This design comes from an exercise in tuning for small area on the open sky130 flow, not from production work. Where RTL was checked, it was by simulation tests only, not by an equivalence proof against the original. No functional check of the RTL was part of run 1. Power is estimated from default activity; no workload was simulated.

==> flow/design.v, too long to show whole: its modules and the start of the top module <==
// module WTA: 2479 lines
module WTA
#(
	parameter  MAXDISPARITY = 64 ,
	parameter  LPDI_WIDTH = 8 ,
	parameter  INPUTDATAWID = 513,
	parameter  OUTPUTDATAWID = 9
  )
(
	input wire                      clk,
	input wire                      en,
	input wire                      pixelEN,
	input  wire[INPUTDATAWID-1:0]   LPDi,
	output wire[OUTPUTDATAWID-1:0]  disparity
);
  // ...
==> flow/flow/run.sh <==
#!/bin/bash
set -euo pipefail
W=$PWD
PLAT="$FLOW_HOME/platforms/$FLOW_PLATFORM"
bash standard.sh synth > "$W/synth_ref.log" 2>&1
cp orfs/results/"$FLOW_PLATFORM"/WTA/base/1_2_yosys.v "$W/ref_synth.v"
python3 flow/map.py "$FLOW_DESIGN" "$W/ref_synth.v" "$W/mapped.v" > "$W/map.log" 2>&1
sed 's/\bmodule WTA\b/module WTA_rtl/' "$FLOW_DESIGN" > "$W/rtl_ref.v"
iverilog -g2012 -DFUNCTIONAL -DUNIT_DELAY=#0 -o "$W/selfcheck.vvp" flow/selfcheck_tb.v "$W/rtl_ref.v" \
  "$PLAT/verilog/primitives.v" "$PLAT/verilog/sky130_fd_sc_hd.v" "$W/mapped.v" > "$W/selfcheck.log" 2>&1
vvp -n "$W/selfcheck.vvp" >> "$W/selfcheck.log" 2>&1
grep -q "SELFCHECK PASS" "$W/selfcheck.log"
rm -rf orfs
bash standard.sh SYNTH_NETLIST_FILES="$W/mapped.v" \
  "BUFFER_PORTS_ARGS=-buffer_cell sky130_fd_sc_hd__buf_1" GPL_TIMING_DRIVEN=0 finish > "$W/layout.log" 2>&1
==> flow/flow/map.py <==
#!/usr/bin/env python3
"""Technology mapping for this design's RTL, which is written one gate per assignment.

usage: map.py design.v ref_synth.v out.v

Reads design.v (the version's RTL as the layout reads it), maps every
'assign nK = <expression>;' onto the sky130hd cell with that function, every bit of the
step-enabled registers onto sky130_fd_sc_hd__edfxtp_1, and writes the gate netlist.
Register instances get the names the standard synthesis gives them; ref_synth.v (the
standard synthesis of the same design.v) is read to check that the two netlists have the
same registers, by name and cell type. Stops with an error on anything it does not know."""
import re, sys

LIB = {
 'inv':    ('A', 'Y', '~{A}'),
 'nand2':  ('A B', 'Y', '~({A} & {B})'),
 'nor2':   ('A B', 'Y', '~({A} | {B})'),
 'and2':   ('A B', 'X', '{A} & {B}'),
 'or2':    ('A B', 'X', '{A} | {B}'),
 'nand3':  ('A B C', 'Y', '~({A} & {B} & {C})'),
 'nor3':   ('A B C', 'Y', '~({A} | {B} | {C})'),
 'and3':   ('A B C', 'X', '{A} & {B} & {C}'),
 'nand4':  ('A B C D', 'Y', '~({A} & {B} & {C} & {D})'),
 'nor4':   ('A B C D', 'Y', '~({A} | {B} | {C} | {D})'),
 'and4':   ('A B C D', 'X', '{A} & {B} & {C} & {D}'),
 'or4':    ('A B C D', 'X', '{A} | {B} | {C} | {D}'),
 'o22ai':  ('A1 A2 B1 B2', 'Y', '~(({A1} | {A2}) & ({B1} | {B2}))'),
 'a22oi':  ('A1 A2 B1 B2', 'Y', '~(({A1} & {A2}) | ({B1} & {B2}))'),
 'a22o':   ('A1 A2 B1 B2', 'X', '({A1} & {A2}) | ({B1} & {B2})'),
 'o22a':   ('A1 A2 B1 B2', 'X', '({A1} | {A2}) & ({B1} | {B2})'),
 'a21oi':  ('A1 A2 B1', 'Y', '~(({A1} & {A2}) | {B1})'),
 'a221o':  ('A1 A2 B1 B2 C1', 'X', '({A1} & {A2}) | ({B1} & {B2}) | {C1}'),
 'a221oi': ('A1 A2 B1 B2 C1', 'Y', '~(({A1} & {A2}) | ({B1} & {B2}) | {C1})'),
 'o221a':  ('A1 A2 B1 B2 C1', 'X', '({A1} | {A2}) & ({B1} | {B2}) & {C1}'),
 'o221ai': ('A1 A2 B1 B2 C1', 'Y', '~(({A1} | {A2}) & ({B1} | {B2}) & {C1})'),
 'mux2':   ('A0 A1 S', 'X', '{S} ? {A1} : {A0}'),
}
# same-area stronger variants
FREE = {'inv': 2, 'mux2': 2, 'or2': 2, 'o221a': 2}
# (fanout at least, size) per cell type
FANOUT_SIZE = {
 'a221o': [(3, 2)], 'a22o': [(3, 2)], 'o22a': [(3, 2)], 'and2': [(3, 2), (6, 4)], 'and4': [(3, 2), (6, 4)],
 'or2': [(6, 4)], 'and3': [(3, 2), (6, 4)], 'or4': [(3, 2), (6, 4)],
 'nand2': [(6, 2)], 'nand3': [(6, 2)], 'a21oi': [(6, 2)],
}
SIG = r'([A-Za-z_]\w*(?:\s*\[\s*\d+\s*\])?)'

def pattern(tmpl):
    out = ''
    for part in re.split(r'(\{\w+\})', tmpl):
        if part.startswith('{'):
            out += SIG
        else:
            for ch in part:
                out += r'\s*' if ch == ' ' else re.escape(ch)
    return re.compile(r'^\s*' + out + r'\s*$')

# pins in the order their placeholders appear in the expression
PATS = [(k, pattern(v[2]), re.findall(r'\{(\w+)\}', v[2]), v[1]) for k, v in LIB.items()]
# most specific first: longer templates before shorter ones
PATS.sort(key=lambda p: -len(LIB[p[0]][2]))

def norm(s):
    return re.sub(r'\s+', '', s)

def die(msg):
    sys.exit('map.py: ' + msg)

def main():
    src, ref, out = sys.argv[1:4]
    text = open(src).read()
    text = re.sub(r'//[^\n]*', '', text)
    text = re.sub(r'/\*.*?\*/', '', text, flags=re.S)
    cells = []
    wires = []
    for m in re.finditer(r'\bassign\s+(n\d+)\s*=\s*([^;]*);', text):
        lhs, rhs = m.group(1), m.group(2)
        for typ, pat, pins, outpin in PATS:
            mm = pat.match(rhs)
            if mm:
                cells.append((typ, lhs, dict(zip(pins, map(norm, mm.groups()))), outpin))
                wires.append(lhs)
                break
        else:
            die(f'no cell for assign {lhs} = {rhs}')
    m = re.search(r'\bwire\s+step\s*=\s*en\s*&\s*pixelEN\s*;', text)
    if not m:
        die('no step')
    regs = {}
    for m in re.finditer(r'\breg\s*\[\s*(\d+)\s*:\s*0\s*\]\s*(\w+)\s*;', text):
        regs[m.group(2)] = int(m.group(1)) + 1
    blocks = re.findall(r'always\s*@\s*\(\s*posedge\s+clk\s*\)\s*if\s*\(\s*step\s*\)\s*(\w+)\s*<=\s*\{([^}]*)\}\s*;', text)
    if sorted(b[0] for b in blocks) != sorted(regs):
        die(f'registers {sorted(regs)} vs assignments {[b[0] for b in blocks]}')

    def expand(item):
        item = norm(item)
        m = re.fullmatch(r'(\w+)\[(\d+):(\d+)\]', item)
        if m:
            hi, lo = int(m.group(2)), int(m.group(3))
            return [f'{m.group(1)}[{i}]' for i in range(hi, lo - 1, -1)]
        m = re.fullmatch(r"(\d+)'b([01]+)", item)
        if m:
            assert int(m.group(1)) == len(m.group(2))
            return ['zero' if c == '0' else 'one' for c in m.group(2)]
        return [item]

    flops = []
    for name, body in blocks:
        bits = [b for it in body.split(',') for b in expand(it)]
        if len(bits) != regs[name]:
            die(f'{name}: {len(bits)} bits for {regs[name]}')
        for i, d in enumerate(reversed(bits)):
            flops.append((f'{name}[{i}]', d))
    m = re.search(r'\bassign\s+disparity\s*=\s*\{([^}]*)\}\s*;', text)
    if not m:
        die('no disparity')
    outs = [b for it in m.group(1).split(',') for b in expand(it)]
    if len(outs) != 9:
        die('disparity width')
    outs = list(reversed(outs))

    # registers of the standard synthesis
    reftxt = open(ref).read()
    refregs = sorted(re.findall(r'(sky130_fd_sc_hd__\w+)\s+\\(\S+\$_\w+)\s', reftxt))
    mine = sorted(('sky130_fd_sc_hd__edfxtp_1', f'{q}$_DFFE_PP_') for q, _ in flops)
    if refregs != mine:
        die(f'registers differ from the standard synthesis: {refregs[:5]} ... vs {mine[:5]} ...')

    # drive strengths: free upgrades (same area), then by fanout
    fanout = {}
    for typ, o, pins, outpin in cells:
        for n in pins.values():
            fanout[n] = fanout.get(n, 0) + 1
    for q, d in flops:
        fanout[d] = fanout.get(d, 0) + 1
    size = {}
    for typ, o, pins, outpin in cells:
        s_ = FREE.get(typ, 1)
        fo = fanout.get(o, 0)
        for lim, sz in FANOUT_SIZE.get(typ, []):
            if fo >= lim:
                s_ = max(s_, sz)
        size[o] = s_
    regnames = {q for q, _ in flops}
    def net(n):
        if n in regnames:
            return '\\' + n + ' '
        return n
    L = ['module WTA(clk, en, pixelEN, LPDi, disparity);',
         '  input clk; input en; input pixelEN; input [512:0] LPDi; output [8:0] disparity;',
         '  wire step; wire zero;']
    for q, _ in flops:
        L.append(f'  wire {net(q)};')
    for w in wires:
        L.append(f'  wire {w};')
    L.append('  sky130_fd_sc_hd__and2_1 ustep (.A(en), .B(pixelEN), .X(step));')
    for i, (typ, o, pins, outpin) in enumerate(cells):
        ps = ', '.join(f'.{p}({net(n)})' for p, n in pins.items())
        L.append(f'  sky130_fd_sc_hd__{typ}_{size[o]} g{i} ({ps}, .{outpin}({o}));')
    for q, d in flops:
        L.append(f'  sky130_fd_sc_hd__edfxtp_1 \\{q}$_DFFE_PP_  (.CLK(clk), .D({net(d)}), .DE(step), .Q({net(q)}));')
    if 'one' in outs:
        die('constant one output')
    L.append('  sky130_fd_sc_hd__conb_1 tie0 (.LO(zero));')
    for k, o in enumerate(outs):
        L.append(f'  assign disparity[{k}] = {net(o)};')
    L.append('endmodule')
    open(out, 'w').write('\n'.join(L) + '\n')
    print(f'map.py: {len(cells)} gates, {len(flops)} registers')

main()
==> flow/flow/selfcheck_tb.v <==
`timescale 1ns/1ps
module selfcheck_tb;
  reg clk = 0;
  reg en, pen;
  reg [512:0] lpdi;
  wire [8:0] d_net, d_rtl;
  WTA     u_net (.clk(clk), .en(en), .pixelEN(pen), .LPDi(lpdi), .disparity(d_net));
  WTA_rtl u_rtl (.clk(clk), .en(en), .pixelEN(pen), .LPDi(lpdi), .disparity(d_rtl));
  integer i, d, kind, steps, errors, seed, base;
  always #5 clk = ~clk;
  initial begin
    seed = 12345; steps = 0; errors = 0;
    en = 0; pen = 0; lpdi = 0;
    for (i = 0; i < 4000; i = i + 1) begin
      @(negedge clk);
      kind = $random(seed) & 7;
      base = $random(seed) & 255;
      for (d = 0; d < 64; d = d + 1)
        case (kind)
          0, 1: lpdi[8*d +: 8] = $random(seed);
          2, 3: lpdi[8*d +: 8] = base + ($random(seed) & 3);
          4:    lpdi[8*d +: 8] = base;
          5:    lpdi[8*d +: 8] = (($random(seed) & 15) == 0) ? ($random(seed) & 1) : 8'hff;
          6:    lpdi[8*d +: 8] = base ^ (1 << ($random(seed) & 7));
          default: lpdi[8*d +: 8] = ($random(seed) & 1) ? base : ~base;
        endcase
      lpdi[512] = $random(seed);
      en = (i < 1000) ? 1'b1 : (($random(seed) & 3) != 0);
      pen = (i < 1000) ? 1'b1 : (($random(seed) & 3) != 0);
      @(posedge clk);
      if (en && pen) steps = steps + 1;
      #1;
      if (steps >= 6 && d_net !== d_rtl) begin
        errors = errors + 1;
        if (errors < 5) $display("mismatch at %0d: net %h rtl %h", i, d_net, d_rtl);
      end
    end
    if (errors == 0) $display("SELFCHECK PASS");
    else $display("SELFCHECK FAIL %0d", errors);
    $finish;
  end
endmodule
==> flow/standard.sh <==
#!/bin/bash
# synth_recipe.tcl (not shown) runs the flow's synth.tcl, then flattens the netlist and writes it again
# the make line also repeats each setting of config.mk as NAME=value (left out here)
make -C /OpenROAD-flow-scripts/flow DESIGN_CONFIG=/design/flow/config.mk WORK_HOME=/design/flow/orfs CLKGATE_MAP_FILE= SYNTH_SCRIPT=/design/flow/synth_recipe.tcl "${@:-finish}"
==> flow/config.mk <==
export PLATFORM = sky130hd
export DESIGN_NAME = WTA
export DESIGN_NICKNAME = WTA
export VERILOG_FILES = /design/flow/design.v
export SDC_FILE = /design/flow/constraint.sdc
export NUM_CORES = 8
export LEC_CHECK = 0
export CAP_MARGIN = 20
export CORE_MARGIN = 2
export CORE_UTILIZATION = 40
export SLEW_MARGIN = 20
==> flow/constraint.sdc <==
create_clock -name core_clock -period 6.67 [get_ports {clk}]
set_input_delay 1.3340 -clock core_clock [delete_from_list [all_inputs] [get_ports {clk}]]
set_output_delay 1.3340 -clock core_clock [all_outputs]
set_load 0.01 [all_outputs]
==> run_results.csv, run 1 <==
group,metric,value,unit
status,outcome,"complete, no violations",
power_and_ir_drop,peakVddDrop,0.108,mV
worst_setup_path,crit_family,"simple AND/OR/NAND/NOR gates",
worst_setup_path,r2r-start,"s1[27]",
final_layout,top_regs,"pipe (35), s1 (32)",
timing,hold_viol_final,0,
min_path,holdPathEnd,"pipe[22]",
routing,wl_met3,3760,um
floorplanning,die_y,167,um
worst_setup_path,startpoint_type,"primary input",
global_route,use_met3,5.22,%
job,maxCapViolations,0,
final_layout,nFillCells,2647,
worst_setup_path,reg2reg_slack,5.04,ns
timing,fin_crit,6.48,ns
timing,final_max_slew_viol_count,0,
clock_network,cts_resized,1,
final_layout,signal_buffers,525,
floorplanning,ios,525,
final_layout,layout.nets,2340,
floorplanning,core_area,0.0261,sq mm
routing,wl_met2,23900,um
power_and_ir_drop,p_sw,1050,uW
worst_setup_path,crit_chain,"buf_1 -> nand4_1 -> or2_2 -> nand2_1 -> nand3_4 -> a22o_2 -> o22ai_1 -> nor2_1 -> nand3_1 -> nand3_4 -> a221o_2 -> o22ai_1 -> nor2_1 -> nand2_1 -> nand3_1 -> nand3_2 -> a221o_2 -> nor3_1 -> nor4_1 -> nand3_4 -> a221o_1 -> and2_2 -> mux2_2 -> mux2_2",
timing,rsz0062_at_grt,"no",
power_and_ir_drop,power_leader,"combinational logic",
clock_network,clk_pin_slew,0.06,ns
worst_setup_path,critPathCaptureType,"register",
place,routabilityCongestion,0.985,
routing,num_vias,14600,
global_route,grt_pass1_vias,13500,
power_and_ir_drop,total_power,2370,uW
min_path,hold_path_depth,0,
==> inputs of run 2 (changes only) <==
--- a/flow/design.v
+++ b/flow/design.v
@@ -2434,47 +2434,47 @@
 assign n1191 = n1009 & n1010;
 assign n1192 = n1011 & n1012;
 assign n1193 = n1013 & n1014;
 assign n1194 = n1191 ? n1011 : n1009;
 assign n1195 = n1191 & n1192;
 assign n1196 = n1193 ? n1015 : n1013;
 assign n1197 = n1195 ? n1196 : n1194;
 assign n1198 = n1195 ? n1193 : n1191;
-assign n1199 = s1[3] ? s1[4] : s1[0];
-assign n1200 = s1[3] ? s1[5] : s1[1];
-assign n1201 = s1[3] ? s1[6] : s1[2];
-assign n1202 = s1[3] & s1[7];
-assign n1203 = s1[11] ? s1[12] : s1[8];
-assign n1204 = s1[11] ? s1[13] : s1[9];
-assign n1205 = s1[11] ? s1[14] : s1[10];
-assign n1206 = s1[11] & s1[15];
-assign n1207 = s1[19] ? s1[20] : s1[16];
-assign n1208 = s1[19] ? s1[21] : s1[17];
-assign n1209 = s1[19] ? s1[22] : s1[18];
-assign n1210 = s1[19] & s1[23];
-assign n1211 = s1[27] ? s1[28] : s1[24];
-assign n1212 = s1[27] ? s1[29] : s1[25];
-assign n1213 = s1[27] ? s1[30] : s1[26];
-assign n1214 = n1202 ? n1203 : n1199;
-assign n1215 = n1202 ? n1204 : n1200;
-assign n1216 = n1202 ? n1205 : n1201;
-assign n1217 = n1202 ? s1[11] : s1[3];
-assign n1218 = n1202 & n1206;
-assign n1219 = n1210 ? n1211 : n1207;
-assign n1220 = n1210 ? n1212 : n1208;
-assign n1221 = n1210 ? n1213 : n1209;
-assign n1222 = n1210 ? s1[27] : s1[19];
+assign n1199 = n1127 ? n1149 : n1141;
+assign n1200 = n1127 ? n1150 : n1142;
+assign n1201 = n1127 ? n1147 : n1139;
+assign n1202 = n1127 & n1128;
+assign n1203 = n1129 ? n1165 : n1157;
+assign n1204 = n1129 ? n1166 : n1158;
+assign n1205 = n1129 ? n1163 : n1155;
+assign n1206 = n1129 & n1130;
+assign n1207 = n1131 ? n1181 : n1173;
+assign n1208 = n1131 ? n1182 : n1174;
+assign n1209 = n1131 ? n1179 : n1171;
+assign n1210 = n1131 & n1132;
+assign n1211 = n1133 ? n1197 : n1189;
+assign n1212 = n1133 ? n1198 : n1190;
+assign n1213 = n1133 ? n1195 : n1187;
+assign n1214 = s1[4] ? s1[5] : s1[0];
+assign n1215 = s1[4] ? s1[6] : s1[1];
+assign n1216 = s1[4] ? s1[7] : s1[2];
+assign n1217 = s1[4] ? s1[8] : s1[3];
+assign n1218 = s1[4] & s1[9];
+assign n1219 = s1[14] ? s1[15] : s1[10];
+assign n1220 = s1[14] ? s1[16] : s1[11];
+assign n1221 = s1[14] ? s1[17] : s1[12];
+assign n1222 = s1[14] ? s1[18] : s1[13];
 assign n1223 = n1218 ? n1219 : n1214;
 assign n1224 = n1218 ? n1220 : n1215;
 assign n1225 = n1218 ? n1221 : n1216;
 assign n1226 = n1218 ? n1222 : n1217;
-assign n1227 = n1218 ? n1210 : n1202;
-reg [31:0] s1;
+assign n1227 = n1218 ? s1[14] : s1[4];
+reg [19:0] s1;
 always @(posedge clk)
 if (step)
-	s1 <= {LPDi[512], n1195, n1198, n1197, n1133, n1187, n1190, n1189, n1132, n1179, n1182, n1181, n1131, n1171, n1174, n1173, n1130, n1163, n1166, n1165, n1129, n1155, n1158, n1157, n1128, n1147, n1150, n1149, n1127, n1139, n1142, n1141};
+	s1 <= {LPDi[512], n1133, n1213, n1212, n1211, n1210, n1131, n1209, n1208, n1207, n1206, n1129, n1205, n1204, n1203, n1202, n1127, n1201, n1200, n1199};
 reg [34:0] pipe;
 always @(posedge clk)
 if (step)
-	pipe <= {pipe[27:0], s1[31], n1218, n1227, n1226, n1225, n1224, n1223};
+	pipe <= {pipe[27:0], s1[19], n1218, n1227, n1226, n1225, n1224, n1223};
 assign disparity = {pipe[34], 2'b00, pipe[33:28]};
 endmodule
--- a/flow/flow/run.sh
+++ b/flow/flow/run.sh
@@ -7,9 +7,9 @@
 python3 flow/map.py "$FLOW_DESIGN" "$W/ref_synth.v" "$W/mapped.v" > "$W/map.log" 2>&1
 sed 's/\bmodule WTA\b/module WTA_rtl/' "$FLOW_DESIGN" > "$W/rtl_ref.v"
 iverilog -g2012 -DFUNCTIONAL -DUNIT_DELAY=#0 -o "$W/selfcheck.vvp" flow/selfcheck_tb.v "$W/rtl_ref.v" \
   "$PLAT/verilog/primitives.v" "$PLAT/verilog/sky130_fd_sc_hd.v" "$W/mapped.v" > "$W/selfcheck.log" 2>&1
 vvp -n "$W/selfcheck.vvp" >> "$W/selfcheck.log" 2>&1
 grep -q "SELFCHECK PASS" "$W/selfcheck.log"
 rm -rf orfs
 bash standard.sh SYNTH_NETLIST_FILES="$W/mapped.v" \
-  "BUFFER_PORTS_ARGS=-buffer_cell sky130_fd_sc_hd__buf_1" GPL_TIMING_DRIVEN=0 finish > "$W/layout.log" 2>&1
+  "BUFFER_PORTS_ARGS=-buffer_cell sky130_fd_sc_hd__buf_1" GPL_TIMING_DRIVEN=0 SETUP_SLACK_MARGIN=0.2 finish > "$W/layout.log" 2>&1
==> run 2 against run 1 <==
  * Register-to-register slack improved by 0.25 ns
  * Clock-buffer cell count fell by 4
  * Final area rose by 12%
  * Combinational power rose by 32%
  * Clock skew rose by 0.0021 ns
  * Worst setup slack improved by 0.094 ns
  * Largest cell class unchanged
  * Largest power group unchanged
  * Non-clock buffer count rose by 67
  * Final cell count rose by 2.9%
==> run_results.csv, run 2 <==
group,metric,value,unit
logic_synthesis,yosysWarnings,0,
worst_setup_path,reg2reg_depth,2,
power_and_ir_drop,peakVddDrop,0.197,mV
final_layout,post-route-cell-area,0.0153,sq mm
clock_network,root_buffer,"clkbuf_16",
worst_setup_path,path_class,"primary input to register",
global_route,overflow,0,
global_route,grt_max_degree,56,
routing,num_vias,15500,
routing,drtAntennaViolNets,0,
logic_synthesis,syn_area,0.0103,sq mm
global_route,grt_pass1_wl,71200,um
clock_network,clk_pin_slew,0.07,ns
job,maxCapViolations,0,
routing,firstDrtPassIters,6,
routing,drt_iter0_drc,1579,
power_and_ir_drop,combPwrFrac,71.2,%
final_layout,layout_commonest_cell,"buf_1",
power_and_ir_drop,leakage,0.00461,uW
floorplanning,die_area,0.0271,sq mm
global_route,grt_usage,33.2,%
floorplanning,die_w,165,um
min_path,hold_path_depth,0,
final_layout,area_growth_syn_to_layout,48.4,%
routing,route.detailed.drc,0,
clock_network,htree_levels,2,
floorplanning,die_y,165,um
power_and_ir_drop,power.share.clock,11.9,%
floorplanning,ios,525,
timing,hold_viol_final,0,
timing,max_slew.worst_pin.slew,0.714,ns
routing,wire_per_inst,23.6,um
power_and_ir_drop,p_int,1360,uW
timing,setup_viol,0,
min_path,min_path_type,"register to register",
final_layout,final_util,60.6,%
global_route,antenna_found_initial,6,
logic_synthesis,synthCells,1275,
timing,fmax,157,MHz
floorplanning,start_util,40.8,%
clock_network,clk-insertion-delay-late,0.29,ns
final_layout,layout.nets,2405,
worst_setup_path,worst_ep_required_time,6.71,ns
global_route,grt_pass1_vias,13500,
power_and_ir_drop,p_sw,1210,uW
timing,maxSlewHeadroom,52.4,%
worst_setup_path,critPathMaxFanout,8,
final_layout,max_flop_register,"pipe",
timing,finClkSkew,0.00775,ns
status,outcome,"complete, no violations",
clock_network,cts_tree,"done",
clock_network,cts.sinks,55,
logic_synthesis,syn-mean-instance-area,8.09,sq um
power_and_ir_drop,switching_share,47.1,%
routing,wl,52700,um
worst_setup_path,startpoint_type,"primary input",
worst_setup_path,critPathCaptureType,"register",
final_layout,top_regs,"pipe (35), s1 (20)",
clock_network,cts_buffers,5,
place,dpl_cell_area,0.0127,sq mm
timing,tns,0,ns
timing,fin_crit,6.38,ns
final_layout,layout_common_cells,"buf_1 (487), o22ai_1 (217), nor3_1 (186)",
final_layout,largest_reg_flops,35,
floorplanning,core_area,0.0253,sq mm
place,hpwl,41500,um
final_layout,drive_gt1_share,34.0,%
place,port_buffers,522,
timing,rsz0062_at_grt,"no",
power_and_ir_drop,pwr-share-seq,16.9,%
timing,timing.hold.ws,0.419,ns
power_and_ir_drop,pwr_density_cell,168,mW/mm^2
clock_network,clockBufferDepth,2,
routing,viasPerCell,6.94,
floorplanning,std_cell_rows,58,
place,routabilityCongestion,1.00,
timing,fin_crit_sh,95.7,%
timing,final_max_slew_viol_count,0,
worst_setup_path,arrival,6.43,ns
==> run 2: power groups by stage <==
stage	Combinational (uW)	Clock, uW	Sequential, uW
6_report	1830	306	435
5_1_grt	1950	321	438
4_1_cts	1440	309	435
3_5_place_dp	1310	0	443
3_3_place_gp	1290	0	443
2_1_floorplan	862	0	440
==> run 2: final cells by class <==
| type | instances | area, sq um |
|---|---|---|
| Antenna cell | 10 | 25.0 |
| Clock buffer | 5 | 125 |
| Clock inverter | 3 | 50.0 |
| Fill cell | 2379 | 9950 |
| Multi-Input combinational cell | 1235 | 10500 |
| Sequential cell | 55 | 1650 |
| Tap cell | 330 | 413 |
| Timing Repair Buffer | 592 | 2580 |
==> run 2: repair_timing <==
item                                    CTS  global route
gates cloned                              0            14
pin swaps                                 9           101
endpoints found under the setup margin   19            19
gates resized for setup                  53           246
buffers inserted                          5            65
hold buffers                              0             0
==> run 2: worst paths after layout <==
path / from / endpoint / slack (ns)
min reg2reg: pipe[14] / pipe[21] / 0.42
max: LPDi[318] / s1[6] / 0.29
max reg2reg: s1[14] / pipe[1] / 5.29
min: pipe[14] / pipe[21] / 0.42
==> run 2: through the flow <==
step | worst slack [ns] | total power [uW] | std cells
floorplan | 0.629 | 1300 | 1276
global placement | -0.572 | 1730 | 2128
detailed placement | -0.699 | 1750 | 2128
CTS | 0.206 | 2180 | 2141
global route | 0.0844 | 2710 | 2223
finish | 0.287 | 2570 | 2230
==> run 2: metal layers <==
| metal | wire length, um | track usage [%] | share of wire, % | vias to the layer above |
|---|---|---|---|---|
| met1 | 20300 | 40.6 | 38 | 7366 |
| met5 | 28 | 0 | 0.053 | - |
| li1 | - | - | - | 7042 |
| met4 | 2030 | 11.3 | 3.9 | 4 |
| met2 | 25500 | 58.9 | 48 | 910 |
| met3 | 4830 | 5.25 | 9.2 | 149 |
==> run 2: worst max-delay path, stage by stage <==
cell	delay, ns
buf_1	0.14
nand4_1	0.11
or2_2	0.29
nand2_2	0.09
nand3_4	0.13
buf_6	0.17
a22o_2	0.27
o22ai_2	0.18
nor2_2	0.10
nand3_4	0.11
nand3_4	0.13
a221o_2	0.41
o22ai_1	0.20
nor2_1	0.11
nand3_2	0.12
nand3_4	0.13
a221o_2	0.41
nor3_1	0.36
nor4_4	0.07
buf_4	0.17
nand3_4	0.13
and2_1	0.14
a22oi_1	0.10
nand4_1	0.17
a21oi_4	0.05
buf_4	0.16
o221ai_4	0.26
mux2_2	0.37

-- afterwards: timing with drivers on the ports --
The results above use ideal ports. As a check the final layouts listed here were re-extracted and re-timed, cells and wires unchanged. Step 1 sets driving cells, clkbuf_16 on the clock port and buf_2 on the other inputs (assumed; they add their load-dependent delay and slew). Step 2 also shifts input and output timing later by t, the mid clock arrival at the registers, as if the neighbouring blocks saw the same clock. Three values: no drivers, after step 1, after step 2; two values: the first two.
run | t, ns | setup slack, ns | worst setup path at the end | worst slew at a driven data input, ns
run 1 | 0.370 | 0.194 / 0.211 / -0.160 | input to register | 0.10
run 2 | 0.327 | 0.287 / 0.247 / -0.080 | input to register | 0.14
Met with ideal ports but missed after step 2: setup timing in run 1 and run 2. The setup slack of run 2, which loses most, moves by -0.040 ns with the drivers and by -0.367 ns with both steps.
